This design comes from an exercise in tuning for small area, a short achievable clock period and few clock cycles per item on the open sky130 flow, not from production work.
Function was not checked in any run shown here: the RTL went through the layout flow alone.
Power figures rest on the tool's default switching activity, not on a simulated workload.

==> design/flow/design.v <==
module sqrt_mult_system (
    input clk_i,
    input rst_i,
    input start_i,
    input [7:0] a_bi,
    input [7:0] b_bi,
    output [15:0] result,
    output done
);
    wire [5:0] sel;
    wire s000;
    wire s001;
    wire s002;
    wire s003;
    wire s004;
    wire s005;
    wire s006;
    wire s007;
    wire s008;
    wire s009;
    wire s010;
    wire s011;
    wire s012;
    wire s013;
    wire s014;
    wire s015;
    wire s016;
    wire s017;
    wire s018;
    wire s019;
    wire s020;
    wire s021;
    wire s022;
    wire s023;
    wire s024;
    wire s025;
    wire s026;
    wire s027;
    wire s028;
    wire s029;
    wire s030;
    wire s031;
    wire s032;
    wire s033;
    wire s034;
    wire s035;
    wire s036;
    wire s037;
    wire s038;
    wire s039;
    wire s040;
    wire s041;
    wire s042;
    wire s043;
    wire s044;
    wire s045;
    wire s046;
    wire s047;
    wire s048;
    wire s049;
    wire s050;
    wire s051;
    wire s052;
    wire s053;
    wire s054;
    wire s055;
    wire s056;
    wire s057;
    wire s058;
    wire s059;
    wire s060;
    wire s061;
    wire s062;
    wire s063;
    wire s064;
    wire c12;
    assign s000 = ~b_bi[5];
    assign s001 = ~b_bi[4];
    assign s002 = s001 & s000;
    assign s003 = ~s002;
    assign s004 = ~b_bi[6];
    assign s005 = ~b_bi[7];
    assign s006 = s005 & s004;
    assign sel[3] = s006 & s003;
    assign s007 = s002 & s004;
    assign s008 = ~s007;
    assign c12 = s008 & b_bi[7];
    assign s009 = ~b_bi[0];
    assign s010 = ~b_bi[1];
    assign s011 = s010 & s009;
    assign s012 = ~b_bi[2];
    assign s013 = ~b_bi[3];
    assign s014 = s013 & s012;
    assign s015 = s014 & s011;
    assign s016 = b_bi[7] & b_bi[4];
    assign s017 = ~s016;
    assign s018 = s017 & s015;
    assign s019 = ~s018;
    assign s020 = s005 & s001;
    assign s021 = ~s020;
    assign s022 = b_bi[7] & s004;
    assign s023 = ~s022;
    assign s024 = s023 & s021;
    assign s025 = s024 & b_bi[5];
    assign s026 = s025 & s019;
    assign s027 = ~s026;
    assign s028 = s027 & s008;
    assign s029 = ~s028;
    assign s030 = s011 & s012;
    assign s031 = ~s030;
    assign s032 = s031 & b_bi[3];
    assign s033 = ~s032;
    assign s034 = s021 & s004;
    assign s035 = ~s034;
    assign s036 = s035 & s005;
    assign s037 = s036 & s033;
    assign s038 = ~s037;
    assign sel[2] = s038 & s029;
    assign s039 = ~s006;
    assign s040 = ~c12;
    assign sel[4] = s040 & s039;
    assign s041 = ~sel[2];
    assign s042 = s005 & s000;
    assign s043 = s042 & s008;
    assign s044 = ~s043;
    assign s045 = s044 & s023;
    assign s046 = s021 & s003;
    assign s047 = ~s046;
    assign s048 = s047 & s014;
    assign s049 = ~s048;
    assign s050 = s049 & s045;
    assign sel[1] = s050 & s041;
    assign s051 = ~s050;
    assign s052 = s015 & s005;
    assign s053 = ~s052;
    assign s054 = ~s024;
    assign s055 = s054 & s039;
    assign s056 = ~s055;
    assign s057 = s056 & s053;
    assign s058 = ~s057;
    assign s059 = s058 & s000;
    assign s060 = ~s059;
    assign s061 = s060 & s051;
    assign s062 = s034 & s017;
    assign s063 = s062 & s033;
    assign s064 = ~s063;
    assign sel[0] = s064 & s061;
    assign sel[5] = c12;
    wire [17:0] d;
    wire p000;
    wire p001;
    wire p002;
    wire p003;
    wire p004;
    wire p005;
    wire p006;
    wire p007;
    wire p008;
    wire p009;
    wire p010;
    wire p011;
    wire p012;
    wire p013;
    wire p014;
    wire p015;
    wire p016;
    wire p017;
    wire p018;
    wire p019;
    wire p020;
    wire p021;
    wire p022;
    wire p023;
    wire p024;
    wire p025;
    wire p026;
    wire p027;
    wire p028;
    wire p029;
    wire p030;
    wire p031;
    wire p032;
    wire p033;
    wire p034;
    wire p035;
    wire p036;
    wire p037;
    wire p038;
    wire p039;
    wire p040;
    wire p041;
    wire p042;
    wire p043;
    wire p044;
    wire p045;
    wire p046;
    wire p047;
    wire p048;
    wire p049;
    wire p050;
    wire p051;
    wire p052;
    wire p053;
    wire p054;
    wire p055;
    wire p056;
    wire p057;
    wire p058;
    wire p059;
    wire p060;
    wire p061;
    wire p062;
    wire p063;
    wire p064;
    wire p065;
    wire p066;
    wire p067;
    wire p068;
    wire p069;
    wire p070;
    wire p071;
    wire p072;
    wire p073;
    wire p074;
    wire p075;
    wire p076;
    wire p077;
    wire p078;
    wire p079;
    wire p080;
    wire p081;
    wire p082;
    wire p083;
    wire p084;
    wire p085;
    wire p086;
    wire p087;
    wire p088;
    wire p089;
    wire p090;
    wire p091;
    wire p092;
    wire p093;
    wire p094;
    wire p095;
    wire p096;
    wire p097;
    wire p098;
    wire p099;
    wire p100;
    wire p101;
    wire p102;
    wire p103;
    wire p104;
    wire p105;
    wire p106;
    wire p107;
    wire p108;
    wire p109;
    wire p110;
    wire p111;
    wire p112;
    wire p113;
    wire p114;
    wire p115;
    wire p116;
    wire p117;
    wire p118;
    wire p119;
    wire p120;
    wire p121;
    wire p122;
    wire p123;
    wire p124;
    wire p125;
    wire p126;
    wire p127;
    wire p128;
    wire p129;
    wire p130;
    wire p131;
    wire p132;
    wire p133;
    wire p134;
    wire p135;
    wire p136;
    wire p137;
    wire p138;
    wire p139;
    wire p140;
    wire p141;
    wire p142;
    wire p143;
    wire p144;
    wire p145;
    wire p146;
    wire p147;
    wire p148;
    wire p149;
    wire p150;
    wire p151;
    wire p152;
    wire p153;
    wire p154;
    wire p155;
    wire p156;
    wire p157;
    wire p158;
    wire p159;
    wire p160;
    wire p161;
    wire p162;
    wire p163;
    wire p164;
    wire p165;
    wire p166;
    wire p167;
    wire p168;
    wire p169;
    wire p170;
    wire p171;
    wire p172;
    wire p173;
    wire p174;
    wire p175;
    wire p176;
    wire p177;
    wire p178;
    wire p179;
    wire p180;
    wire p181;
    wire p182;
    wire p183;
    wire p184;
    wire p185;
    wire p186;
    wire p187;
    wire p188;
    wire p189;
    wire p190;
    wire p191;
    wire p192;
    wire p193;
    wire p194;
    wire p195;
    wire p196;
    wire p197;
    wire p198;
    wire p199;
    wire p200;
    wire p201;
    wire p202;
    wire p203;
    wire p204;
    wire p205;
    wire p206;
    wire p207;
    wire p208;
    wire p209;
    wire p210;
    wire p211;
    wire p212;
    wire p213;
    wire p214;
    wire p215;
    wire p216;
    wire p217;
    wire p218;
    wire p219;
    wire p220;
    wire p221;
    wire p222;
    wire p223;
    wire p224;
    wire p225;
    wire p226;
    wire p227;
    wire p228;
    wire p229;
    wire p230;
    wire p231;
    wire p232;
    wire p233;
    wire p234;
    wire p235;
    wire p236;
    wire p237;
    wire p238;
    wire p239;
    wire p240;
    wire p241;
    wire p242;
    wire p243;
    wire p244;
    wire p245;
    wire p246;
    wire p247;
    wire p248;
    wire p249;
    wire p250;
    wire p251;
    wire p252;
    wire p253;
    wire p254;
    wire p255;
    wire p256;
    wire p257;
    wire p258;
    wire p259;
    wire p260;
    wire p261;
    wire p262;
    wire p263;
    wire p264;
    wire p265;
    wire p266;
    wire fl_p0;
    wire hv9;
    wire hv8;
    wire hv7;
    wire hv6;
    wire hv5;
    wire hv4;
    wire hv3;
    wire lv9;
    wire lv8;
    wire lv7;
    wire lv6;
    wire lv5;
    wire lv1;
    wire lv0;
    wire fl_s1_2g;
    wire fl_x1;
    wire fl_x2;
    assign p202 = ~sel[3];
    assign p203 = ~sel[5];
    assign p204 = p203 & p202;
    assign p205 = ~p204;
    assign p206 = p205 & a_bi[0];
    assign p207 = a_bi[1] & sel[1];
    assign p208 = ~p207;
    assign p209 = a_bi[2] & sel[0];
    assign p210 = ~p209;
    assign p211 = p210 & p208;
    assign p212 = ~a_bi[0];
    assign p213 = p212 & a_bi[1];
    assign p214 = ~p213;
    assign p215 = p214 & a_bi[2];
    assign p216 = ~p215;
    assign p217 = ~a_bi[2];
    assign p218 = p213 & p217;
    assign p219 = ~p218;
    assign p220 = p219 & p216;
    assign p221 = ~p220;
    assign p222 = p221 & sel[2];
    assign p223 = ~p222;
    assign p224 = p223 & p211;
    assign p225 = ~p224;
    assign p226 = p225 & p206;
    assign p227 = ~p226;
    assign p228 = ~p206;
    assign p229 = p224 & p228;
    assign p230 = ~p229;
    assign fl_p0 = p230 & p227;
    assign p231 = ~a_bi[6];
    assign p232 = ~a_bi[4];
    assign p233 = a_bi[0] & a_bi[1];
    assign p234 = ~p233;
    assign p235 = p234 & p217;
    assign p236 = ~p235;
    assign p237 = p236 & a_bi[3];
    assign p238 = ~p237;
    assign p239 = p238 & p232;
    assign p240 = ~p239;
    assign p241 = p240 & a_bi[5];
    assign p242 = ~p241;
    assign p243 = p242 & p231;
    assign p244 = ~p243;
    assign p245 = p244 & a_bi[7];
    assign hv9 = p245 & sel[5];
    assign p246 = ~p245;
    assign p247 = ~a_bi[7];
    assign p248 = ~a_bi[5];
    assign p249 = ~a_bi[3];
    assign p250 = a_bi[1] & a_bi[2];
    assign p251 = ~p250;
    assign p252 = p251 & p249;
    assign p253 = ~p252;
    assign p254 = p253 & a_bi[4];
    assign p255 = ~p254;
    assign p256 = p255 & p248;
    assign p257 = ~p256;
    assign p258 = p257 & a_bi[6];
    assign p259 = ~p258;
    assign p260 = p259 & p247;
    assign p261 = ~p260;
    assign p262 = p261 & p246;
    assign p263 = p262 & sel[5];
    assign p264 = ~p263;
    assign p265 = sel[4] & a_bi[7];
    assign p266 = ~p265;
    assign p000 = p266 & p264;
    assign hv8 = ~p000;
    assign p001 = sel[4] & a_bi[6];
    assign p002 = ~p001;
    assign p003 = a_bi[7] & sel[3];
    assign p004 = ~p003;
    assign p005 = p004 & p002;
    assign p006 = p259 & p244;
    assign p007 = p247 & sel[5];
    assign p008 = p007 & p006;
    assign p009 = ~p008;
    assign p010 = ~p006;
    assign p011 = a_bi[7] & sel[5];
    assign p012 = p011 & p010;
    assign p013 = ~p012;
    assign p014 = p013 & p009;
    assign p015 = p014 & p005;
    assign hv7 = ~p015;
    assign p016 = sel[4] & a_bi[5];
    assign p017 = ~p016;
    assign p018 = a_bi[6] & sel[3];
    assign p019 = ~p018;
    assign p020 = p019 & p017;
    assign p021 = p257 & p242;
    assign p022 = ~p021;
    assign p023 = p022 & a_bi[6];
    assign p024 = ~p023;
    assign p025 = p021 & p231;
    assign p026 = ~p025;
    assign p027 = p026 & p024;
    assign p028 = ~p027;
    assign p029 = p028 & sel[5];
    assign p030 = ~p029;
    assign p031 = p030 & p020;
    assign hv6 = ~p031;
    assign p032 = sel[4] & a_bi[4];
    assign p033 = ~p032;
    assign p034 = a_bi[5] & sel[3];
    assign p035 = ~p034;
    assign p036 = p035 & p033;
    assign p037 = p255 & p240;
    assign p038 = p037 & a_bi[5];
    assign p039 = ~p038;
    assign p040 = ~p037;
    assign p041 = p040 & p248;
    assign p042 = ~p041;
    assign p043 = p042 & p039;
    assign p044 = p043 & sel[5];
    assign p045 = ~p044;
    assign p046 = p045 & p036;
    assign hv5 = ~p046;
    assign p047 = sel[4] & a_bi[3];
    assign p048 = ~p047;
    assign p049 = a_bi[4] & sel[3];
    assign p050 = ~p049;
    assign p051 = p050 & p048;
    assign p052 = p250 & p249;
    assign p053 = ~p052;
    assign p054 = a_bi[3] & p217;
    assign p055 = p054 & p234;
    assign p056 = ~p055;
    assign p057 = p056 & p053;
    assign p058 = ~p057;
    assign p059 = p058 & a_bi[4];
    assign p060 = ~p059;
    assign p061 = p057 & p232;
    assign p062 = ~p061;
    assign p063 = p062 & p060;
    assign p064 = p063 & sel[5];
    assign p065 = ~p064;
    assign p066 = p065 & p051;
    assign hv4 = ~p066;
    assign p067 = sel[4] & a_bi[2];
    assign p068 = ~p067;
    assign p069 = a_bi[3] & sel[3];
    assign p070 = ~p069;
    assign p071 = p070 & p068;
    assign p072 = p250 & a_bi[3];
    assign p073 = ~p072;
    assign p074 = p073 & p056;
    assign p075 = p252 & p236;
    assign p076 = ~p075;
    assign p077 = p076 & p074;
    assign p078 = ~p077;
    assign p079 = p078 & sel[5];
    assign p080 = ~p079;
    assign p081 = p080 & p071;
    assign hv3 = ~p081;
    assign lv9 = p245 & sel[2];
    assign p082 = p262 & sel[2];
    assign p083 = ~p082;
    assign p084 = a_bi[7] & sel[1];
    assign p085 = ~p084;
    assign p086 = p085 & p083;
    assign lv8 = ~p086;
    assign p087 = a_bi[7] & sel[0];
    assign p088 = ~p087;
    assign p089 = a_bi[6] & sel[1];
    assign p090 = ~p089;
    assign p091 = p090 & p088;
    assign p092 = p247 & sel[2];
    assign p093 = p092 & p006;
    assign p094 = ~p093;
    assign p095 = a_bi[7] & sel[2];
    assign p096 = p095 & p010;
    assign p097 = ~p096;
    assign p098 = p097 & p094;
    assign p099 = p098 & p091;
    assign lv7 = ~p099;
    assign p100 = a_bi[5] & sel[1];
    assign p101 = ~p100;
    assign p102 = a_bi[6] & sel[0];
    assign p103 = ~p102;
    assign p104 = p103 & p101;
    assign p105 = p028 & sel[2];
    assign p106 = ~p105;
    assign p107 = p106 & p104;
    assign lv6 = ~p107;
    assign p108 = a_bi[4] & sel[1];
    assign p109 = ~p108;
    assign p110 = a_bi[5] & sel[0];
    assign p111 = ~p110;
    assign p112 = p111 & p109;
    assign p113 = p043 & sel[2];
    assign p114 = ~p113;
    assign p115 = p114 & p112;
    assign lv5 = ~p115;
    assign p116 = a_bi[0] & sel[1];
    assign p117 = ~p116;
    assign p118 = a_bi[1] & sel[0];
    assign p119 = ~p118;
    assign p120 = p119 & p117;
    assign p121 = ~a_bi[1];
    assign p122 = p212 & p121;
    assign p123 = ~p122;
    assign p124 = p123 & p234;
    assign p125 = p124 & sel[2];
    assign p126 = ~p125;
    assign p127 = p126 & p120;
    assign lv1 = ~p127;
    assign p128 = ~sel[0];
    assign p129 = ~sel[2];
    assign p130 = p129 & p128;
    assign p131 = ~p130;
    assign lv0 = p131 & a_bi[0];
    assign p132 = sel[4] & a_bi[0];
    assign p133 = ~p132;
    assign p134 = sel[3] & a_bi[1];
    assign p135 = ~p134;
    assign p136 = p135 & p133;
    assign p137 = p124 & sel[5];
    assign p138 = ~p137;
    assign p139 = p138 & p136;
    assign p140 = ~p139;
    assign p141 = p078 & sel[2];
    assign p142 = ~p141;
    assign p143 = a_bi[3] & sel[0];
    assign p144 = ~p143;
    assign p145 = sel[1] & a_bi[2];
    assign p146 = ~p145;
    assign p147 = p146 & p144;
    assign p148 = p147 & p142;
    assign p149 = ~p148;
    assign p150 = p149 & p140;
    assign p151 = ~p150;
    assign p152 = p147 & p139;
    assign p153 = p152 & p142;
    assign p154 = ~p153;
    assign p155 = p154 & p226;
    assign p156 = ~p155;
    assign p157 = p156 & p151;
    assign p158 = a_bi[3] & sel[1];
    assign p159 = ~p158;
    assign p160 = a_bi[4] & sel[0];
    assign p161 = ~p160;
    assign p162 = p161 & p159;
    assign p163 = p232 & sel[2];
    assign p164 = p163 & p058;
    assign p165 = ~p164;
    assign p166 = a_bi[4] & sel[2];
    assign p167 = p166 & p057;
    assign p168 = ~p167;
    assign p169 = p168 & p165;
    assign p170 = p169 & p162;
    assign p171 = sel[4] & a_bi[1];
    assign p172 = ~p171;
    assign p173 = sel[3] & a_bi[2];
    assign p174 = ~p173;
    assign p175 = p174 & p172;
    assign p176 = p221 & sel[5];
    assign p177 = ~p176;
    assign p178 = p177 & p175;
    assign p179 = ~p178;
    assign p180 = p179 & p170;
    assign p181 = ~p180;
    assign p182 = ~p170;
    assign p183 = p178 & p182;
    assign p184 = ~p183;
    assign p185 = p184 & p181;
    assign p186 = ~p185;
    assign p187 = p186 & p157;
    assign p188 = ~p187;
    assign p189 = p178 & p170;
    assign p190 = ~p189;
    assign fl_s1_2g = p190 & p188;
    assign p191 = p154 & p151;
    assign p192 = ~p191;
    assign p193 = p192 & p226;
    assign p194 = ~p193;
    assign p195 = p191 & p227;
    assign p196 = ~p195;
    assign p197 = p196 & p194;
    assign fl_x1 = ~p197;
    assign p198 = ~p157;
    assign p199 = p185 & p198;
    assign p200 = ~p199;
    assign p201 = p200 & p188;
    assign fl_x2 = ~p201;
    assign d = { hv9, hv8, hv7, hv6, hv5, hv4, hv3, lv9, lv8, lv7, lv6, lv5, fl_s1_2g, fl_x2, fl_x1, fl_p0, lv1, lv0 };
    reg        done_r;
    reg [4:0] res_lo;
    reg        cy_r;
    reg [4:0] up_lo;
    reg [6:0] up_hi;
    always @(posedge clk_i) begin
        done_r <= start_i & ~rst_i;
        {up_hi, up_lo, cy_r, res_lo} <= d;
    end
    wire [6:0] u;
    wire q000;
    wire q001;
    wire q002;
    wire q003;
    wire q004;
    wire q005;
    wire q006;
    wire q007;
    wire q008;
    wire q009;
    wire q010;
    wire q011;
    wire q012;
    wire q013;
    wire q014;
    wire q015;
    wire q016;
    wire q017;
    wire q018;
    wire q019;
    wire q020;
    wire q021;
    wire q022;
    wire q023;
    wire q024;
    wire q025;
    wire q026;
    wire q027;
    wire q028;
    wire q029;
    wire q030;
    wire q031;
    wire q032;
    wire q033;
    wire q034;
    wire q035;
    wire q036;
    wire q037;
    wire q038;
    wire q039;
    wire q040;
    wire q041;
    wire q042;
    wire q043;
    wire q044;
    wire q045;
    wire q046;
    wire q047;
    wire q048;
    wire q049;
    wire q050;
    wire q051;
    wire q052;
    wire q053;
    wire q054;
    wire q055;
    wire q056;
    wire q057;
    wire q058;
    wire q059;
    wire q060;
    wire q061;
    wire q062;
    wire q063;
    wire q064;
    wire q065;
    wire q066;
    wire q067;
    wire q068;
    wire q069;
    wire q070;
    wire q071;
    wire q072;
    wire q073;
    wire q074;
    wire q075;
    wire q076;
    wire q077;
    wire q078;
    wire q079;
    wire q080;
    wire q081;
    wire q082;
    wire q083;
    wire q084;
    wire q085;
    wire q086;
    wire q087;
    wire q088;
    wire q089;
    wire q090;
    wire q091;
    wire q092;
    wire q093;
    wire q094;
    wire q095;
    wire q096;
    wire q097;
    wire q098;
    wire q099;
    wire q100;
    wire q101;
    wire q102;
    wire q103;
    wire q104;
    wire q105;
    wire q106;
    wire q107;
    wire q108;
    wire q109;
    wire q110;
    wire q111;
    wire q112;
    wire q113;
    wire q114;
    wire q115;
    wire q116;
    wire q117;
    wire fu_x0;
    wire fu_x1;
    wire fu_x2;
    wire fu_x3;
    wire fu_x4;
    wire fu_x5;
    wire fu_x6;
    assign q043 = ~up_lo[0];
    assign q044 = q043 & up_hi[0];
    assign q045 = ~q044;
    assign q046 = ~up_hi[0];
    assign q047 = up_lo[0] & q046;
    assign q048 = ~q047;
    assign q049 = q048 & q045;
    assign q050 = q049 & cy_r;
    assign q051 = ~q050;
    assign q052 = ~cy_r;
    assign q053 = ~q049;
    assign q054 = q053 & q052;
    assign q055 = ~q054;
    assign q056 = q055 & q051;
    assign fu_x0 = ~q056;
    assign q057 = cy_r & up_lo[0];
    assign q058 = ~q057;
    assign q059 = q058 & q046;
    assign q060 = ~q059;
    assign q061 = q052 & q043;
    assign q062 = ~q061;
    assign q063 = q062 & q060;
    assign q064 = ~up_lo[1];
    assign q065 = q064 & up_hi[1];
    assign q066 = ~q065;
    assign q067 = ~up_hi[1];
    assign q068 = up_lo[1] & q067;
    assign q069 = ~q068;
    assign q070 = q069 & q066;
    assign q071 = ~q070;
    assign q072 = q071 & q063;
    assign q073 = ~q072;
    assign q074 = ~q063;
    assign q075 = q070 & q074;
    assign q076 = ~q075;
    assign fu_x1 = q076 & q073;
    assign q077 = up_lo[1] & up_hi[1];
    assign q078 = ~q077;
    assign q079 = q064 & q067;
    assign q080 = ~q079;
    assign q081 = q080 & q062;
    assign q082 = q081 & q060;
    assign q083 = ~q082;
    assign q084 = q083 & q078;
    assign q085 = ~q084;
    assign q086 = ~up_hi[2];
    assign q087 = ~up_lo[2];
    assign q088 = q087 & q086;
    assign q089 = ~q088;
    assign q090 = up_lo[2] & up_hi[2];
    assign q091 = ~q090;
    assign q092 = q091 & q089;
    assign q093 = q092 & q085;
    assign q094 = ~q093;
    assign q095 = ~q092;
    assign q096 = q095 & q084;
    assign q097 = ~q096;
    assign fu_x2 = q097 & q094;
    assign q098 = q094 & q091;
    assign q099 = ~q098;
    assign q100 = ~up_hi[3];
    assign q101 = ~up_lo[3];
    assign q102 = q101 & q100;
    assign q103 = ~q102;
    assign q104 = up_lo[3] & up_hi[3];
    assign q105 = ~q104;
    assign q106 = q105 & q103;
    assign q107 = q106 & q099;
    assign q108 = ~q107;
    assign q109 = ~q106;
    assign q110 = q109 & q098;
    assign q111 = ~q110;
    assign fu_x3 = q111 & q108;
    assign q112 = q106 & q092;
    assign q113 = q112 & q085;
    assign q114 = ~q113;
    assign q115 = q106 & q090;
    assign q116 = ~q115;
    assign q117 = q116 & q105;
    assign q000 = ~up_hi[4];
    assign q001 = ~up_lo[4];
    assign q002 = q001 & q000;
    assign q003 = ~q002;
    assign q004 = up_lo[4] & up_hi[4];
    assign q005 = ~q004;
    assign q006 = q005 & q003;
    assign q007 = ~q006;
    assign q008 = q007 & q117;
    assign q009 = q008 & q114;
    assign q010 = ~q009;
    assign q011 = q006 & q112;
    assign q012 = q011 & q085;
    assign q013 = ~q012;
    assign q014 = ~q117;
    assign q015 = q006 & q014;
    assign q016 = ~q015;
    assign q017 = q016 & q013;
    assign fu_x4 = q017 & q010;
    assign q018 = q017 & q005;
    assign q019 = q018 & up_hi[5];
    assign q020 = ~q019;
    assign q021 = ~up_hi[5];
    assign q022 = ~q018;
    assign q023 = q022 & q021;
    assign q024 = ~q023;
    assign q025 = q024 & q020;
    assign fu_x5 = ~q025;
    assign q026 = q006 & up_hi[5];
    assign q027 = q026 & q112;
    assign q028 = q027 & q085;
    assign q029 = ~q028;
    assign q030 = q026 & q014;
    assign q031 = ~q030;
    assign q032 = q031 & q029;
    assign q033 = q004 & up_hi[5];
    assign q034 = ~q033;
    assign q035 = q034 & q032;
    assign q036 = q035 & up_hi[6];
    assign q037 = ~q036;
    assign q038 = ~up_hi[6];
    assign q039 = ~q035;
    assign q040 = q039 & q038;
    assign q041 = ~q040;
    assign q042 = q041 & q037;
    assign fu_x6 = ~q042;
    assign u = { fu_x6, fu_x5, fu_x4, fu_x3, fu_x2, fu_x1, fu_x0 };
    assign result = {4'b0, u, res_lo};
    assign done   = done_r;
endmodule
==> design/flow/flow/run.sh <==
#!/bin/bash
# Layout flow: the standard ORFS flow, with two changes.
#  1. Synthesis is ORFS's own script (with the standard flow's -nofsm -noshare wrapper,
#     flatten and renaming, as in synth_recipe.tcl), but ABC maps with the
#     script in flow/abc.script (the logic feeding the output ports first,
#     with flow/abc_post.script if present), and full/half adder extraction
#     can be skipped.
#  2. The port buffers inserted during placement are buf cells instead of
#     the slow clkdlybuf cells that buffer_ports picks by default.
# Settings come from flow/params.sh. Each tool's output goes to its own log.
set -euo pipefail
HERE=$(pwd)
source "$HERE/flow/params.sh"
export MY_ABC_SCRIPT="$HERE/flow/abc.script"
if [ -f "$HERE/flow/abc_post.script" ]; then export MY_ABC_POST_SCRIPT="$HERE/flow/abc_post.script"; fi
export MY_NOFA
export BUFFER_PORTS_ARGS="-buffer_cell $PORT_BUFFER"
sed "s#SYNTH_SCRIPT=[^ ]*#SYNTH_SCRIPT=$HERE/flow/synth.tcl#" standard.sh > my_standard.sh
bash my_standard.sh finish > flow_make.log 2>&1
==> design/flow/flow/abc.script <==
strash
dch
map -D 1300
topo
stime -c
==> design/flow/flow/abc_post.script <==
strash
dch
map -D 300
topo
stime -c
==> design/flow/flow/params.sh <==
MY_NOFA=1
PORT_BUFFER=sky130_fd_sc_hd__buf_1
==> design/flow/flow/synth.tcl <==
# synth_recipe.tcl with hooks: abc runs flow/abc.script (MY_ABC_SCRIPT);
# when MY_ABC_POST_SCRIPT is set, the logic in the input cone of the output
# ports (back to the flip-flops) is mapped first, with that script; and
# extract_fa is skipped when MY_NOFA is 1.
proc synth {args} { yosys synth -nofsm -noshare {*}$args }
proc abc {args} {
  set out {}
  set skip 0
  foreach a $args {
    if {$skip} { set skip 0; continue }
    if {$a eq "-script" || $a eq "-D"} { set skip 1; continue }
    lappend out $a
  }
  if {[info exists ::env(MY_ABC_POST_SCRIPT)] && $::env(MY_ABC_POST_SCRIPT) ne ""} {
    set outp $out
    lappend outp -script $::env(MY_ABC_POST_SCRIPT)
    yosys select -set postcone o:* %ci*:-sky130_fd_sc_hd__dfxtp_1
    yosys abc {*}$outp @postcone
  }
  lappend out -script $::env(MY_ABC_SCRIPT)
  yosys abc {*}$out
}
if {$::env(MY_NOFA)} { proc extract_fa {args} {} }
source $::env(SCRIPTS_DIR)/synth.tcl
# left out here: clear keep_hierarchy, flatten, clean up, hide names made inside functions, write 1_2_yosys.v
==> design/flow/standard.sh <==
#!/bin/bash
# synth_recipe.tcl (not shown) runs the flow's synth.tcl, then flattens the netlist and writes it again
# the make line also repeats each setting of config.mk as NAME=value (left out here)
make -C /OpenROAD-flow-scripts/flow DESIGN_CONFIG=/design/flow/config.mk WORK_HOME=/design/flow/orfs CLKGATE_MAP_FILE= SYNTH_SCRIPT=/design/flow/synth_recipe.tcl "${@:-finish}"
==> design/flow/config.mk <==
export PLATFORM = sky130hd
export DESIGN_NAME = sqrt_mult_system
export DESIGN_NICKNAME = sqrt_mult_system
export VERILOG_FILES = /design/flow/design.v
export SDC_FILE = /design/flow/constraint.sdc
export NUM_CORES = 4
export LEC_CHECK = 0
export CAP_MARGIN = 20
export CORE_MARGIN = 2
export CORE_UTILIZATION = 40
export SETUP_SLACK_MARGIN = 2.2
export SLEW_MARGIN = 20
==> design/flow/constraint.sdc <==
create_clock -name core_clock -period 5.0 [get_ports {clk_i}]
set_input_delay 1.0000 -clock core_clock [delete_from_list [all_inputs] [get_ports {clk_i}]]
set_output_delay 1.0000 -clock core_clock [all_outputs]
set_load 0.01 [all_outputs]
==> run summary, run 1 <==
DR DRC count 0; Yosys top cell by area dfxtp_1; final setup fails 0; largest net degree at the start of global routing 12; Filler cells 363; DRT antenna net count 0; Synth cell types 25; Power Density roughly 310 nW/µm²; first-pass GRT wire length about 4700 µm; Sw Ratio 0.3891; fin nets 253; htree depth 1; Layout area overhead 14.29%; Post-synth EDFFs 0; crit share post-route 0.5195; WL/cell 10.41 µm; synthesized instance count a little over 200; Worst Hold Slack 0.8431 ns; Worst Slack Setup Final 2.402 ns; CP required 5.17 ns; Num CTS Buffers 3; Post-Layout Cell Count 279; Worst Path Max Fanout 10; status finished clean; Logic pwr share 0.434; Ys Warns 1; Syn Area/Cell 6.569 µm²; critical path arrival 2.77 ns; CTS clk-pin slew, worst paths around 0.1 ns; share of the synthesized area in the top cell type 0.2838; Root Buffer clkbuf_4; FP Rows 21; min-delay worst type input pin to register; gr ovfl total 0; post-layout util 0.4663; CTS Sinks 19; Area contributors post-synth dfxtp_1, nand2_1, nor2_1, clkinv_1, buf_4; VDD IR-drop max 0.0001179 V; fmax 385.0 MHz; port bufs 31; critical path class input pin to register; final hold vios 0; Internal slightly below 300 µW; Seq/Total Area, Yosys 0.2838; asr flop ratio synth 0; Cells after DPL 273; GRT Util Overall 0.1613; maxcap violations 0; initial antenna violation count 0; Core Region 3284 µm²; Vias roughly 1,400; worst rel slew slack 0.3683; layout cells sized above 1 0.07725; CTS tree done; sequential share of power 0.408; Post-Syn Area about 1300 µm²; gpl congestion 0.9108; HP Start rst_i; worst-margin pin slew 0.9377 ns; crit path capture type register; Die ar. 3829 µm²; post-synthesis register bit count 19; most common cell after layout, fill and taps aside nand2_1; most frequent cells in the layout nand2_1, buf_1, clkinv_1, nor2_1, dfxtp_1; Bufs on Longest Clock Path 2; number of global-route vias before repair 1,105; beginning of the critical path b_bi[6]; Total Routed Length 2904 µm; iteration count of the initial detailed-routing pass 4; I/O Pins 36; Starting Density 0.4080; Pins Over Slew Limit 0; RSZ-0062 raised after global routing false; power share of the clock group 0.157; leakage power 0.6236 nW; placed wire-length estimate 2340 µm; prevailing post-synth register cell dfxtp_1; dpl ws ~1.7 ns; post-layout min period ~2.6 ns; total negative slack 0 ns; via/cell ratio 4.885; Die Span X 61.88 µm; diodes inserted 0; Worst setup SP type input pin; Die Y-Extent 61.88 µm; NetSw roughly 180 µW; 1st-iter DRT viols 27
[cells by family after synthesis]
family / Yosys count / share of synthesized area
AOI/OAI and AO/OA: 46 / 0.2176
xor gates and xnor gates: 15 / 0.09804
buffers and inverters: 34 / 0.1260
DFF: 19 / 0.2838
other: 1 / 0.002798
and+or+nand+nor: 89 / 0.2717
[flip-flops by register name, indices dropped and copies added (netlist names)]
register  flops
cy_r          1
up_hi         7
res_lo        5
up_lo         5
done_r        1
[final cells by class]
class                   instances  area [µm²]  share of cell area
clock buffers                   3       22.52             0.01471
well taps                      46       57.56             0.03758
inverters                      23       86.33             0.05637
clock inverters                 1       5.005            0.003268
repair buffers                 33       132.6             0.08660
multi-input cells             154       847.1              0.5531
flip-flops and latches         19       380.4              0.2484
[worst max-delay path, cell delays in order]
cell and delay [ns]:
buf_1 0.16, clkinv_1 0.15, nand2_1 0.14, clkinv_1 0.10, a31oi_1 0.25, nor2_4 0.11, nor2_2 0.18, clkinv_1 0.20
o21ai_2 0.19, xnor2_1 0.17, a31oi_1 0.11
[power groups by stage]
stage          Sequential (mW)  Clock [mW]  Combinational [mW]
2_1_floorplan            0.198           0               0.166
5_1_grt                  0.197      0.0840               0.237
6_report                 0.193      0.0743               0.205
3_5_place_dp             0.196           0               0.190
3_3_place_gp             0.196           0               0.190
4_1_cts                  0.193      0.0771               0.194
[repair_timing]
item	4_1_cts	5_1_grt
endpoints found under the setup margin	5	6
setup buffers	0	2
gates resized for setup	3	9
pin swaps	0	1
hold buffers	0	0
cloned	0	0
[path summary, 6_finish.rpt]
| check | to | slack, ns | cells after the start |
|---|---|---|---|
| hold / removal | done_r | 0.84 | 2 |
| setup / recovery | cy_r | 2.40 | 11 |
[per-stage QoR]
| stage | power, mW | instance area, µm² |
|---|---|---|
| after floorplan | 0.3647 | 1351 |
| after global placement | 0.3861 | 1443 |
| after detailed placement | 0.3866 | 1443 |
| after CTS | 0.4642 | 1485 |
| after global routing | 0.5183 | 1531 |
| final | 0.4723 | 1531 |
[cells in the mapped netlist, drive strengths merged, types with 3 or more instances]
cell and count:
nand2 50, a22oi 7, xnor2 6, o21ai 9, nand4 3, o221ai 5
xor2 9, a31oi 3, clkinv 23, nand3 4, dfxtp 19, a21oi 11
buf 11, o22ai 6, nor2 25
[metal layers]
metal | up-vias | routed length [µm] | global-route usage
met5 | - | 0 | 0
met4 | 0 | 16 | 0.03647
met3 | 2 | 110 | 0.02692
met2 | 29 | 1471 | 0.2947
met1 | 601 | 1306 | 0.1975
li1 | 731 | - | -
==> run 2, diff against run 1 <==
==> design/flow/flow/abc.script (replaced) <==
strash
dch
map -a
topo
stime -c
==> run 2 against run 1 <==
- combinational power shrank 6%
- non-clock buffer count is the same
- via count grew 0.51%
- still clean on timing, DRC and antenna
- utilization shrank 0.72 points
- clock power shrank 3.5%
- hold slack gained 0.0044 ns
- die area grew 0.34%
- critical path type is now register to output port
- largest power group unchanged
==> run summary, run 2 <==
status finished clean; synthesized instance count 207 (+1.5%); Slowest-stage cell, CP dfxtp_1; initial antenna violation count 0 (unchanged); Ys Warns 1 (unchanged); placed wire-length estimate 2256 µm (-3.6%); commonest cells in the netlist nand2_1, clkinv_1, nor2_1; NetSw 173.2 µW (-5.7%); port bufs 31 (unchanged); Sw Ratio 0.3802 (-0.008848); CTS tree done; leakage power 0.5973 nW (-4.2%); Post-Syn Area 1345 µm² (+0.37%); Total Routed Length 2656 µm (-8.5%); Worst Path Max Fanout 5 (-5); multi-input logic area 799.5 µm² (-5.6%); share of the synthesized area in the top cell type 0.2828 (-0.001056); asr flop ratio synth 0 (unchanged); critical path arrival 1.61 ns (-1.16 ns); Root Buffer clkbuf_4; DR DRC count 0 (unchanged); GRT Util Overall 0.1551 (-0.006197); Pins Over Slew Limit 0 (unchanged); FP Rows 21 (unchanged); prevailing post-synth register cell dfxtp_1; Post-Layout Cell Count 282 (+1.1%); diodes inserted 0 (unchanged); CTS clk-pin slew, worst paths 0.10 ns (about the same); Syn Area/Cell 6.498 µm² (-1.1%); total power 455.6 µW (-3.5%); Sequential Area 380.4 µm² (unchanged); layout cells sized above 1 0.05932 (-0.01793); largest net degree at the start of global routing 11 (-1); largest delay contributor family on the critical path simple AND/OR/NAND/NOR gates; crit path capture type output port; CP max stage delay 0.40 ns (+0.15 ns); Critical Path Most Common Cell nand2_1; Filler cells 366 (+0.83%); I/O Pins 36 (unchanged); Hold Buf Count CTS 0 (unchanged); Die Span X 61.99 µm (+0.17%); max reg flops 7 (unchanged); Bufs on Longest Clock Path 2 (unchanged); number of global-route vias before repair 1,138 (+3.0%); Synth cell types 23 (-8.0%); critical path class register to output port; Cells after DPL 276 (+1.1%); Worst setup SP type register; via/cell ratio 4.858 (-0.56%); crit share post-route 0.5216 (+0.002136); WL/cell 9.418 µm (-9.5%); CP required 4.00 ns (-1.17 ns); Power Density 302.2 nW/µm² (-2.0%); Die Y-Extent 61.99 µm (+0.17%); first-pass GRT wire length 4623 µm (-0.58%); DRT antenna net count 0 (unchanged); most common cell after layout, fill and taps aside nand2_1; fin nets 256 (+1.2%); Internal 282.4 µW (-2.1%); most frequent cells in the layout nand2_1, buf_1, clkinv_1, nor2_1, dfxtp_1; Num CTS Buffers 3 (unchanged); Post-synth EDFFs 0 (unchanged); CTS Sinks 19 (unchanged); fmax 383.4 MHz (-0.41%); total negative slack 0 ns (unchanged); final setup fails 0 (unchanged); Logic pwr share 0.424 (-0.010); top-count cell post-synth nand2_1; final hold vios 0 (unchanged); gr ovfl total 0 (unchanged); iteration count of the initial detailed-routing pass 4 (unchanged); htree depth 1 (unchanged); 1st-iter DRT viols 51 (+89%); Core Region 3284 µm² (unchanged); power share of the clock group 0.157 (about the same); sequential share of power 0.419 (+0.011); VDD IR-drop max 0.00009878 V (-16%); Yosys top cell by area dfxtp_1; min-delay worst type input pin to register; crit path cell chain o22ai_1, o22ai_2, nand4_1, nand2_1, nand3_1, nand2_1, buf_1; Seq/Total Area, Yosys 0.2828 (-0.001056); post-layout min period 2.608 ns (+0.01068 ns); Starting Density 0.4095 (+0.001524); Layout area overhead 12.09%; maxcap violations 0 (unchanged); Die ar. 3842 µm² (+0.34%); RSZ-0062 raised after global routing false; post-synthesis register bit count 19 (unchanged); Vias 1,370 (+0.51%); worst path bufs/invs 1 (-3); gpl congestion 0.8099 (-11%); Area contributors post-synth dfxtp_1, nand2_1, clkinv_1, nor2_1, o221ai_1
==> run 2: cell types whose count changed after synthesis, sizes merged, moves of 2 or more <==
cell | previous run | this run
nand2 | 50 | 45
nor2 | 25 | 30
o21ai | 9 | 11
a22oi | 7 | 3
a21oi | 11 | 7
clkinv | 23 | 30
or2 | 2 | 0
nand3 | 4 | 6
o221ai | 5 | 10
==> run 2: routing by layer <==
layer | up-vias | GRT usage | share of wire
li1 | 739 | - | -
met3 | 4 | 0.01242 | 0.047
met1 | 586 | 0.2153 | 0.48
met5 | - | 0 | 0
met2 | 41 | 0.2560 | 0.46
met4 | 0 | 0.04559 | 0.015
==> run 2: cell families (layout without fill, tap and decap cells) <==
| logic type | after synthesis | after routing | synth area share |
|---|---|---|---|
| other cells | 1 | 4 | 0.002788 |
| simple gates | 89 | 89 | 0.2679 |
| buf+inv | 41 | 67 | 0.1451 |
| xor+xnor | 14 | 14 | 0.09116 |
| flops | 19 | 19 | 0.2828 |
| compound gates | 43 | 43 | 0.2102 |
==> run 2: path summary, 6_finish.rpt <==
path,from,to,slack [ns],cells past startpoint
max,cy_r,result[11],2.39,7
min,rst_i,done_r,0.85,2
==> run 2: layout make-up <==
cell class              instances  share of cell area
clock buffers                   4             0.01743
inverters                      30             0.07469
well taps                      46             0.03817
multi-input cells             150              0.5303
flip-flops and latches         19              0.2523
repair buffers                 33             0.08714
==> run 2: power by group through the flow <==
stage	clock network, mW	logic [mW]	registers (mW)
CTS	0.0768	0.190	0.191
finish	0.0717	0.193	0.191
floorplan	0	0.166	0.198
global route	0.0835	0.226	0.194
detailed placement	0	0.188	0.195
global placement	0	0.188	0.194
==> run 2: repair_timing <==
action                                 in CTS  in global routing
endpoints found under the hold margin       0                  0
gates resized for setup                     1                  7
setup buffers                               0                  2
setup endpoints to repair                   1                  5
pin swaps                                   0                  2
==> run 2: metrics by stage <==
step / cell area [µm²] / setup slack (ns) / utilization / hold WS, ns
floorplan: 1356 / 2.393 / - / 1.071
global route: 1508 / 2.203 / 0.4590 / 0.8774
finish: 1508 / 2.392 / 0.4590 / 0.8475
CTS: 1480 / 2.233 / 0.4507 / 0.8335
detailed placement: 1448 / 1.926 / 0.4408 / 1.153
global placement: 1448 / 1.971 / 0.4408 / 1.151
==> run 3, diff against run 2 <==
==> design/flow/flow/abc.script (replaced) <==
strash
dch
map -D 1300
topo
stime -c
--- a/design/flow/config.mk
+++ b/design/flow/config.mk
@@ -10,3 +10,3 @@
 export CORE_UTILIZATION = 40
-export SETUP_SLACK_MARGIN = 2.2
+export SETUP_SLACK_MARGIN = 2.4
 export SLEW_MARGIN = 20
==> run 3 against run 2 <==
- die area is 0.34% lower
- total power is 13% higher
- sequential cell count is the same
- critical endpoint unchanged
- still clean on timing, DRC and antenna
==> run summary, run 3 <==
status finished clean; Num CTS Buffers 3 (unchanged); critical path class register to output port; most frequent cells in the layout nand2_1, buf_1, nor2_1, clkinv_1, dfxtp_1; FP Rows 21 (unchanged); post-synthesis register bit count 19 (unchanged); iteration count of the initial detailed-routing pass 4 (unchanged); layout cells sized above 1 0.2050 (+0.1457); Critical Path Most Common Cell nand2_1; beginning of the critical path up_lo[2]; Seq/Total Area, Yosys 0.2838 (+0.001056); Sequential Area 397.9 µm² (+4.6%); min-delay worst type input pin to register; largest delay contributor family on the critical path simple AND/OR/NAND/NOR gates; diodes inserted 0 (unchanged); RSZ-0062 raised after global routing true; Post-Syn Area 1340 µm² (-0.37%); Starting Density 0.4080 (-0.001524); share of the synthesized area in the top cell type 0.2838 (+0.001056); power share of the clock group 0.142 (-0.015); worst-margin pin slew 0.9003 ns; Sw Ratio 0.3920 (+0.01181); crit path capture type output port; most common cell after layout, fill and taps aside nand2_1; Layout area overhead 25.68%; final setup fails 0 (unchanged); synthesized instance count 204 (-1.4%); Total Routed Length 3237 µm (+22%); port bufs 31 (unchanged); Hold Buf Count CTS 0 (unchanged); stages on the worst setup path 6 (-1); sequential share of power 0.392 (-0.027); asr flop ratio synth 0 (unchanged); number of global-route vias before repair 1,199 (+5.4%); critical path arrival 1.51 ns (-0.10 ns); DRT antenna net count 0 (unchanged); max reg flops 7 (unchanged); Root Buffer clkbuf_4; total negative slack 0 ns (unchanged); Yosys top cell by area dfxtp_1; Die Span X 61.88 µm (-0.17%); Vias 1,444 (+5.4%); Finished Cell Area 1684 µm² (+12%); CTS Sinks 19 (unchanged); crit path cell chain xor2_2, nand4_1, nand2_1, nand3_1, nand2_1, buf_2; Post-synth EDFFs 0 (unchanged); Area contributors post-synth dfxtp_1, nand2_1, nor2_1, clkinv_1, buf_4; 1st-iter DRT viols 62 (+22%); post-layout util 0.5128 (+0.05371); Bufs on Longest Clock Path 2 (unchanged); final hold vios 0 (unchanged); multi-input logic area 932.1 µm² (+17%); Logic pwr share 0.466 (+0.042); Synth cell types 25 (+8.7%); VDD IR-drop max 0.0001180 V (+19%); CTS clk-pin slew, worst paths 0.10 ns (about the same); I/O Pins 36 (unchanged); Core Region 3284 µm² (unchanged); commonest cells in the netlist nand2_1, nor2_1, clkinv_1; GRT Util Overall 0.1687 (+0.01354); Worst Hold Slack 0.8472 ns (-0.0003830 ns); worst setup path endpoint result[11]; fin nets 259 (+1.2%); worst rel slew slack 0.3935; Slowest-stage cell, CP dfxtp_1; gpl congestion 0.8770 (+8.3%); largest net degree at the start of global routing 11 (unchanged); NetSw 202.5 µW (+17%); Cell Area, Placed 1449 µm² (about the same); htree depth 1 (unchanged); Filler cells 354 (-3.3%); fmax 399.1 MHz (+4.1%); top-count cell post-synth nand2_1; Worst Path Max Fanout 5 (unchanged); leakage power 0.6893 nW (+15%); Power Density 306.7 nW/µm² (+1.5%); Syn Area/Cell 6.569 µm² (+1.1%); DR DRC count 0 (unchanged); initial antenna violation count 0 (unchanged); first-pass GRT wire length 4905 µm (+6.1%); Die ar. 3829 µm² (-0.34%); placed wire-length estimate 2323 µm (+3.0%); crit share post-route 0.5011 (-0.02051); via/cell ratio 5.067 (+4.3%); post-layout min period 2.506 ns (-0.1026 ns); Pins Over Slew Limit 0 (unchanged); Worst setup SP type register; maxcap violations 0 (unchanged); CP required 4.00 ns (about the same); Ys Warns 1 (unchanged); CTS tree done; worst path bufs/invs 1 (unchanged); Internal 314.1 µW (+11%); Die Y-Extent 61.88 µm (-0.17%); CP max stage delay 0.38 ns (-0.02 ns); WL/cell 11.36 µm (+21%); prevailing post-synth register cell dfxtp_1; gr ovfl total 0 (unchanged)
[run 3: cells by family after synthesis]
family,count (synthesis),share of synthesized area
DFF,19,0.2838
xor gates and xnor gates,15,0.09804
other,1,0.002798
buffers and inverters,34,0.1260
and+or+nand+nor,89,0.2717
AOI/OAI and AO/OA,46,0.2176
[run 3: what timing repair did]
action                     in CTS  in global routing
buffers inserted                2                  6
gates resized for setup        12                 38
pin swaps                       1                  4
cloned                          0                  0
setup endpoints to repair       8                  8
[run 3: power groups by stage]
stage	Sequential, mW	Clock (mW)	Combinational [mW]
floorplan	0.198	0	0.167
global placement	0.196	0	0.192
detailed placement	0.196	0	0.192
CTS	0.194	0.0762	0.208
global route	0.206	0.0839	0.274
finish	0.203	0.0731	0.241
[run 3: how the worst min path moves through the flow]
| stage | start | end | cells past startpoint | slack (ns) |
|---|---|---|---|---|
| after floorplan | rst_i | done_r | 1 | 1.07 |
| after global placement | rst_i | done_r | 2 | 1.15 |
| after detailed placement | rst_i | done_r | 2 | 1.15 |
| after CTS | rst_i | done_r | 2 | 0.84 |
| after global routing | rst_i | done_r | 2 | 0.85 |
| final | rst_i | done_r | 2 | 0.85 |
[run 3: layout make-up]
type	instances	share of cell area
clock buffers	4	0.01560
inverters	23	0.05126
multi-input cells	154	0.5535
flip-flops and latches	19	0.2363
well taps	46	0.03418
repair buffers	39	0.1092
[run 3: layer usage]
metal	up-vias	share of wire	track usage
li1	743	-	-
met2	45	0.55	0.3263
met5	-	0	0
met1	648	0.40	0.1937
met4	0	0.018	0.03647
met3	8	0.036	0.02484
[run 3: stage by stage]
step | power, mW | setup WS, ns | cells
2_1_floorplan | 0.3654 | 2.417 | 207
3_3_place_gp | 0.3871 | 1.857 | 273
3_5_place_dp | 0.3875 | 1.733 | 273
4_1_cts | 0.4776 | 2.404 | 279
5_1_grt | 0.5639 | 2.368 | 285
6_report | 0.5166 | 2.494 | 285
==> run 4, diff against run 3 <==
==> design/flow/flow/abc.script (replaced) <==
strash
dch
map -a
topo
stime -c
==> run 4 against run 3 <==
- global-route usage shrank 1.3 points
- total power fell by 1.8%
- sequential cell count unchanged
- maximum frequency decreased by 0.15%
- utilization shrank 0.95 points
- first-iteration DRC count fell by 24%
- non-clock buffer count is 3 higher
- wire length is 8.9% lower
- worst setup slack got worse by 0.0039 ns
- sequential power is 2% lower
- cell count up 2.1%
==> run summary, run 4 <==
iteration count of the initial detailed-routing pass 4 (unchanged); critical path arrival 1.51 ns (about the same); fmax 398.5 MHz (-0.15%); Layout area overhead 22.88%; Seq/Total Area, Yosys 0.2828 (-0.001056); max reg flops 7 (unchanged); top-count cell post-synth nand2_1; Core Region 3284 µm² (unchanged); CTS tree done; asr flop ratio synth 0 (unchanged); post-layout min period 2.510 ns (+0.003890 ns); most frequent cells in the layout nand2_1, buf_1, clkinv_1, nor2_1, dfxtp_1; via/cell ratio 4.852 (-4.2%); layout cells sized above 1 0.1796 (-0.02543); beginning of the critical path cy_r; placed wire-length estimate 2261 µm (-2.7%); Synth cell types 23 (-8.0%); Post-synth EDFFs 0 (unchanged); CTS clk-pin slew, worst paths 0.11 ns (about the same); htree depth 1 (unchanged); HP Start rst_i; fin nets 265 (+2.3%); number of global-route vias before repair 1,155 (-3.7%); Post-Syn Area 1345 µm² (+0.37%); Vias 1,412 (-2.2%); M2 GR Usage 0.2530 (-0.07334); met3 usage 0.02277 (-0.002070); critical path class register to output port; WL/cell 10.14 µm (-11%); share of the synthesized area in the top cell type 0.2828 (-0.001056); Worst Slack Setup Final 2.490 ns (-0.003890 ns); first-pass GRT wire length 4581 µm (-6.6%); Worst Path Max Fanout 4 (-1); Die ar. 3842 µm² (+0.34%); leakage power 0.6708 nW (-2.7%); main combinational cell family by area after synthesis simple AND/OR/NAND/NOR gates; 1st-iter DRT viols 47 (-24%); Root Buffer clkbuf_4; Worst setup SP type register; commonest cells in the netlist nand2_1, clkinv_1, nor2_1; RSZ-0062 raised after global routing false; prevailing post-synth register cell dfxtp_1; FP Rows 21 (unchanged); DRT antenna net count 0 (unchanged); CTS Sinks 19 (unchanged); busiest grt layer met2; port bufs 31 (unchanged); Post-Synth Simple-Gate Area 0.2679 (-0.003802); DR DRC count 0 (unchanged); Total Routed Length 2950 µm (-8.9%); Bufs on Longest Clock Path 2 (unchanged); final hold vios 0 (unchanged); GRT Util Overall 0.1557 (-0.01291); Synth Area in Compound Gates 0.2102 (-0.007321); maxcap violations 0 (unchanged); Post-Synth Adder-Cell Area 0 (unchanged); Syn Area/Cell 6.498 µm² (-1.1%); Cells after DPL 276 (+1.1%); CP required 4.00 ns (about the same); crit path capture type output port; M1 GR Usage 0.2035 (+0.009807); gr ovfl total 0 (unchanged); final setup fails 0 (unchanged); dpl ws 1.919 ns (+0.1857 ns); crit share post-route 0.5019 (+0.0007780); diodes inserted 0 (unchanged); Area contributors post-synth dfxtp_1, nand2_1, clkinv_1, nor2_1, o221ai_1; Starting Density 0.4095 (+0.001524); Yosys top cell by area dfxtp_1; min-delay worst type input pin to register; Finished Cell Area 1653 µm² (-1.9%); most common cell after layout, fill and taps aside nand2_1; post-synthesis register bit count 19 (unchanged); Die Y-Extent 61.99 µm (+0.17%); synthesized instance count 207 (+1.5%); Pins Over Slew Limit 0 (unchanged); Power Density 306.9 nW/µm² (about the same); post-layout util 0.5032 (-0.009524); mux cell area share after synthesis 0 (unchanged); status finished clean; gpl congestion 0.8052 (-8.2%); largest net degree at the start of global routing 11 (unchanged); Die Span X 61.99 µm (+0.17%); Ys Warns 1 (unchanged); initial antenna violation count 0 (unchanged); Post-Layout Cell Count 291 (+2.1%); VDD IR-drop max 0.00008111 V (-31%); Synth Area in XOR/XNOR 0.09116 (-0.006876); Cell Area, Placed 1450 µm² (about the same); Num CTS Buffers 3 (unchanged); total negative slack 0 ns (unchanged); I/O Pins 36 (unchanged)
-- run 4: changes by cell type in the layout (fill, tap and decap cells not counted), moves of 2 or more --
cell / previous run / this run
clkinv_1: 19 / 25
nand2_1: 50 / 44
a22oi_1: 7 / 3
nor2_1: 20 / 24
nor2_2: 1 / 5
o221ai_1: 5 / 9
a21oi_1: 7 / 4
buf_4: 8 / 11
nor2_4: 4 / 1
buf_1: 25 / 27
dfxtp_1: 13 / 15
dfxtp_4: 4 / 2
o21ai_0: 6 / 8
or2_2: 2 / 0
-- run 4: metal layers --
layer / part of all wire / wire length, µm / vias up
met5: 0 / 0 / -
met4: 0.024 / 72 / 0
met3: 0.039 / 115 / 10
met2: 0.48 / 1427 / 35
met1: 0.45 / 1334 / 614
li1: - / - / 753
-- run 4: what timing repair did --
action | CTS | global route
endpoints found under the setup margin | 6 | 8
resized for setup | 4 | 32
setup buffers | 4 | 7
hold buffers | 0 | 0
pin swaps | 2 | 7
-- run 4: layout make-up --
| cell class | count | area, µm² |
|---|---|---|
| flip-flops and latches | 19 | 390.4 |
| clock buffers | 4 | 26.28 |
| well taps | 46 | 57.56 |
| multi-input cells | 150 | 860.8 |
| fillers | 337 | 1632 |
| repair buffers | 42 | 203.9 |
| inverters | 30 | 113.9 |
-- run 4: stage by stage --
step	power [mW]	hold WS (ns)
floorplan	0.3648	1.071
global placement	0.3820	1.152
detailed placement	0.3828	1.160
CTS	0.4685	0.8350
global route	0.5518	0.8498
finish	0.5073	0.8349
-- run 4: power by group --
group	internal (mW)	switching, mW
clock	0.0310	0.0439
sequential	0.179	0.0192
combinational	0.102	0.132
total	0.312	0.195
-- run 4: cells by family after synthesis --
logic type                after synthesis
and+or+nand+nor                        89
buffers and inverters                  41
AOI/OAI and AO/OA                      43
other                                   1
DFF                                    19
xor gates and xnor gates               14
-- run 4: path summary, 6_finish.rpt --
check / end / slack, ns / depth (start not counted)
worst max-delay path: result[7] / 2.49 / 6
worst min-delay path: done_r / 0.83 / 2
-- run 4: worst max-delay path, stage by stage, from the launching register on --
cell	delay [ns]
dfxtp_4	0.38
a21oi_4	0.19
o22ai_4	0.11
buf_4	0.15
buf_4	0.12
xor2_1	0.11
buf_1	0.16

==> static timing again, ports no longer ideal <==
In the flow no input, the clock included, has a driving cell. The finished layouts below were timed again as built, in two steps. Step 1, drivers: a clkbuf_16 drives clk_i and a buf_2 each remaining input, both assumed. Step 2 also shifts input and output timing later by t, the mid clock arrival at the registers, as if the neighbouring blocks saw the same clock. Slacks: ideal ports / drivers / drivers and shift; pairs: ideal ports / drivers.
| run | shift t [ns] | setup slack, ns | cell pins on the clock port's net |
|---|---|---|---|
| run 1 | 0.309 | 2.402 / 2.389 / 2.093 | 1 |
| run 2 | 0.302 | 2.392 / 2.372 / 2.186 | 1 |
| run 3 | 0.308 | 2.494 / 2.472 / 2.231 | 1 |
| run 4 | 0.309 | 2.490 / 2.470 / 2.283 | 1 |
After both steps every run listed still meets setup and hold. For run 1, which loses most, drivers alone change the setup slack by -0.013 ns; drivers and shift together by -0.309 ns.
